Context: an optimization exercise on an open-source flow, tuned for small area, a short achievable clock period and few clock cycles. The choices shown serve that exercise and are no tape-out recipe.
The RTL was checked by simulation tests, not by an equivalence proof against the original design.
Power and IR drop assume default switching activity.

Setup of run A:
==> flow/design.v (excerpt) <==
module elc3_core
(
    input   logic           clk,
    input   logic           reset,
    input   logic           run,
    input   logic           cont,
    input   logic           step,
    input   logic   [15:0]  start_pc,
    output  logic           halted,
    output  logic           paused,
    output  logic           invalid_op,
    output  logic   [15:0]  pc,
    output  logic   [15:0]  ir,
    output  logic   [15:0]  mem_addr,
    output  logic           mem_oe,
    output  logic           mem_we,
    output  logic   [15:0]  mem_wdata,
    input   logic   [15:0]  mem_rdata,
    input   logic   [7:0]   key_data,
    input   logic           key_valid,
    input   logic           disp_ready,
    output  logic           disp_we,
    output  logic   [7:0]   disp_data
);
    logic s_halt, s_f, s_e, s_p, s_ml, s_ms, s_mi, s_mt, s_inv;
    logic n_halt, n_f, n_e, n_p, n_ml, n_ms, n_mi, n_mt, n_inv;
    logic [15:0] PC, A, IR, WD;
    logic [7:0][15:0] R;
    logic N, Z, P;
    assign P = ~N & ~Z;
    logic [2:0] pdr;         
    logic       pst;         
    logic       oe, we, dwe, haltf;
    logic [1:0] rsel;        
    logic io_hi, io_kbsr, io_kbdr, io_dsr, io_ddr, io_halt, io_any;
    assign io_hi   = A[15:9] == 7'h7F;
    assign io_kbsr = io_hi & A[8:0] == 9'h000;
    assign io_kbdr = io_hi & A[8:0] == 9'h002;
    assign io_dsr  = io_hi & A[8:0] == 9'h004;
    assign io_ddr  = io_hi & A[8:0] == 9'h006;
    assign io_halt = io_hi & A[8:0] == 9'h1FF;
    assign io_any  = io_hi & ((A[8:3] == 6'd0 & ~A[0]) | A[8:0] == 9'h1FF);
    assign oe    = ~s_ms & ~io_any;
    assign we    = s_ms & ~io_any;
    assign dwe   = s_ms & io_ddr;
    assign haltf = io_halt;
    assign rsel  = io_kbdr ? 2'd2 : io_dsr ? 2'd3 : (io_kbsr | io_ddr | io_halt) ? 2'd1 : 2'd0;
    logic       kbsr, dsr;
    assign halted     = s_halt;
    assign paused     = s_p;
    assign invalid_op = s_inv;
    assign pc         = PC;
    assign ir         = IR;
    assign mem_addr   = A;
    assign mem_oe     = oe;
    assign mem_we     = we;
    assign mem_wdata  = WD;
    assign disp_we    = dwe;
    assign disp_data  = WD[7:0];
    logic [15:0] mem_in;
    always_comb begin
        case (rsel)
            2'd0: mem_in = mem_rdata;
  ...
For scale: ~1900 cells after synthesis, ~130 I/O pins, about 15000 µm² of cells after synthesis.
export LEC_CHECK = 0
export ABC_AREA = 1
export CAP_MARGIN = 20
export CORE_MARGIN = 2
export CORE_UTILIZATION = 40
export CTS_BUF_LIST = sky130_fd_sc_hd__clkbuf_4
export PLACE_DENSITY = 0.6
export SLEW_MARGIN = 20
export TNS_END_PERCENT = 100
create_clock -name core_clock -period 10.0 [get_ports {clk}]
standard.sh (not shown) runs the stock make flow with config.mk's settings and CLKGATE_MAP_FILE= SYNTH_SCRIPT=/design/flow/synth_recipe.tcl, a recipe that flattens the netlist after the stock synthesis.
==> flow/flow/run.sh <==
#!/bin/bash
set -euo pipefail
export SETUP_SLACK_MARGIN=5.6
export BUFFER_PORTS_ARGS="-buffer_cell sky130_fd_sc_hd__buf_2"
bash standard.sh > standard.log 2>&1
Testbench counts of run A, summed over its fixed seeds: cycles 232,092.
### run A -> run B
# run A
export LEC_CHECK = 0
export ABC_AREA = 1
export CAP_MARGIN = 20
export CORE_MARGIN = 2
export CORE_UTILIZATION = 40
export CTS_BUF_LIST = sky130_fd_sc_hd__clkbuf_4
export PLACE_DENSITY = 0.6
export SLEW_MARGIN = 20
export TNS_END_PERCENT = 100
create_clock -name core_clock -period 10.0 [get_ports {clk}]
# run B
export LEC_CHECK = 0
export ABC_AREA = 1
export CAP_MARGIN = 20
export CORE_MARGIN = 2
export CORE_UTILIZATION = 55
export CTS_CLUSTER_DIAMETER = 100
export CTS_CLUSTER_SIZE = 18
export PLACE_DENSITY = 0.72
export SLEW_MARGIN = 20
export TNS_END_PERCENT = 100
create_clock -name core_clock -period 10.0 [get_ports {clk}]
[summary]
Run B completed end to end with timing, DRC and antenna clean.
Comparing routed length per placed instance for run B and run A, the smaller number came from run A.
Run B falls short of run A in worst IR drop on VDD.
Run B — relative area change from synthesis to final layout 5.0 points lower, run A as reference
The following lists how run C was set up differently from run B:
# run B
export LEC_CHECK = 0
export ABC_AREA = 1
export CAP_MARGIN = 20
export CORE_MARGIN = 2
export CORE_UTILIZATION = 55
export CTS_CLUSTER_DIAMETER = 100
export CTS_CLUSTER_SIZE = 18
export PLACE_DENSITY = 0.72
export SLEW_MARGIN = 20
export TNS_END_PERCENT = 100
create_clock -name core_clock -period 10.0 [get_ports {clk}]
# run C
export LEC_CHECK = 0
export ABC_AREA = 1
export CAP_MARGIN = 20
export CORE_MARGIN = 2
export CORE_UTILIZATION = 40
export CTS_BUF_LIST = sky130_fd_sc_hd__clkbuf_8
export PLACE_DENSITY = 0.6
export SLEW_MARGIN = 20
export TNS_END_PERCENT = 100
create_clock -name core_clock -period 10.0 [get_ports {clk}]
### Flow results
Length in cells of the worst reg-to-reg path delta for run C relative to run B: 11 lower. Diff run C and run B: worst IR drop on VDD lower in run C. In the metrics for run C and run B, the one carrying the lower required time reported for the critical path endpoint is run B. Relative to run B, the number of filler instances in the final layout measured on run C has increased by more than a quarter. In run C the clock share of power turned out 4.3 points higher than in run B. Vias: run C fewer than run B. Slew at the pin closest to its max-slew limit: higher on run B. Cell total after placement (run C over run B): increase, 134. [compare] base=run B new=run C: area growth from synthesis to final layout went up 3.9 points, number of clock buffers in the layout rose 19, critical path depth fell 11.
The inputs of run D differ from those of run C as listed below.
# run C
export LEC_CHECK = 0
export ABC_AREA = 1
export CAP_MARGIN = 20
export CORE_MARGIN = 2
export CORE_UTILIZATION = 40
export CTS_BUF_LIST = sky130_fd_sc_hd__clkbuf_8
export PLACE_DENSITY = 0.6
export SLEW_MARGIN = 20
export TNS_END_PERCENT = 100
create_clock -name core_clock -period 10.0 [get_ports {clk}]
# run D
export LEC_CHECK = 0
export ABC_AREA = 1
export CAP_MARGIN = 20
export CORE_MARGIN = 2
export CORE_UTILIZATION = 55
export CTS_CLUSTER_DIAMETER = 60
export CTS_CLUSTER_SIZE = 32
export PLACE_DENSITY = 0.72
export SLEW_MARGIN = 20
export TNS_END_PERCENT = 100
create_clock -name core_clock -period 10.0 [get_ports {clk}]
### Flow results
- Run D | status: complete | timing, DRC, antenna: pass
- Run D vs run C, sequential share of layout area went up by 0.75 points.
- Compared run D vs run C, and worst hold margin is up in run D.
- Mean number of vias per cell: higher on run D
- Die width, run C and run D: smaller value in run D
- Summary of run D over run C: worst setup slack shrank by 0.088 ns; share of total power in the clock network grew by 1.1 points; layout cell share with drive strength beyond 1 fell by 0.68 points; worst path buffer plus inverter count went up by 4; global-route usage rose 6.9 points.
- Run D against run C; wire length reported by the detailed router is down by a few percent.
The inputs of run E differ from those of run D as listed below.
# run D
export LEC_CHECK = 0
export ABC_AREA = 1
export CAP_MARGIN = 20
export CORE_MARGIN = 2
export CORE_UTILIZATION = 55
export CTS_CLUSTER_DIAMETER = 60
export CTS_CLUSTER_SIZE = 32
export PLACE_DENSITY = 0.72
export SLEW_MARGIN = 20
export TNS_END_PERCENT = 100
create_clock -name core_clock -period 10.0 [get_ports {clk}]
# run E
export LEC_CHECK = 0
export ABC_AREA = 1
export CAP_MARGIN = 20
export CORE_MARGIN = 2
export CORE_UTILIZATION = 40
export PLACE_DENSITY = 0.6
export SLEW_MARGIN = 20
export TNS_END_PERCENT = 100
create_clock -name core_clock -period 10.0 [get_ports {clk}]
Results
Run E: full flow OK, the timing, DRC and antenna checks passed
Compared to run D, run E has clock network fraction of design power 1.7 points higher.
Re area of the core region: run E and run D aren't equal, and the higher value belongs to run E.
Final worst-path cycle share: higher on run D
Of run E and run D, the lower number of placed cells counting well taps belongs to run D.
Lower initial cell density of the core among run E and run D: run E
Run E against run D; number of clock-tree buffers in the layout is up by more than 10%.
Run E against run D; area of the die is up by more than a quarter.
Compared with run D, run E shows number of buffers other than clock buffers in the final layout that has gone up by a few percent.

port drivers added, routing unchanged:
Ports are ideal in the flow. The routed layouts listed here were re-timed in OpenROAD. Step 1 assumes that a clkbuf_16 drives the clock port and a buf_2 every other input. Step 2 times the ports against the registers' clock, not the clock port: input delays grow and output delays shrink by t, the midpoint of the rising clock arrivals with the driver on. a / b / c = ideal / step 1 / step 2; a / b = the first two.
run	t, ns	setup WS [ns]	worst data-port slew with drivers (ns)
run A	0.791	5.702 / 5.687 / 5.069	0.05
run B	0.552	5.671 / 5.671 / 5.224	0.05
run C	0.620	5.722 / 5.722 / 5.235	0.05
run D	0.587	5.634 / 5.634 / 5.176	0.05
run E	0.604	5.721 / 5.721 / 5.311	0.05
After both steps every run listed still meets setup and hold. The setup slack of run A, which loses most, moves by -0.015 ns with the drivers and by -0.633 ns with both steps.
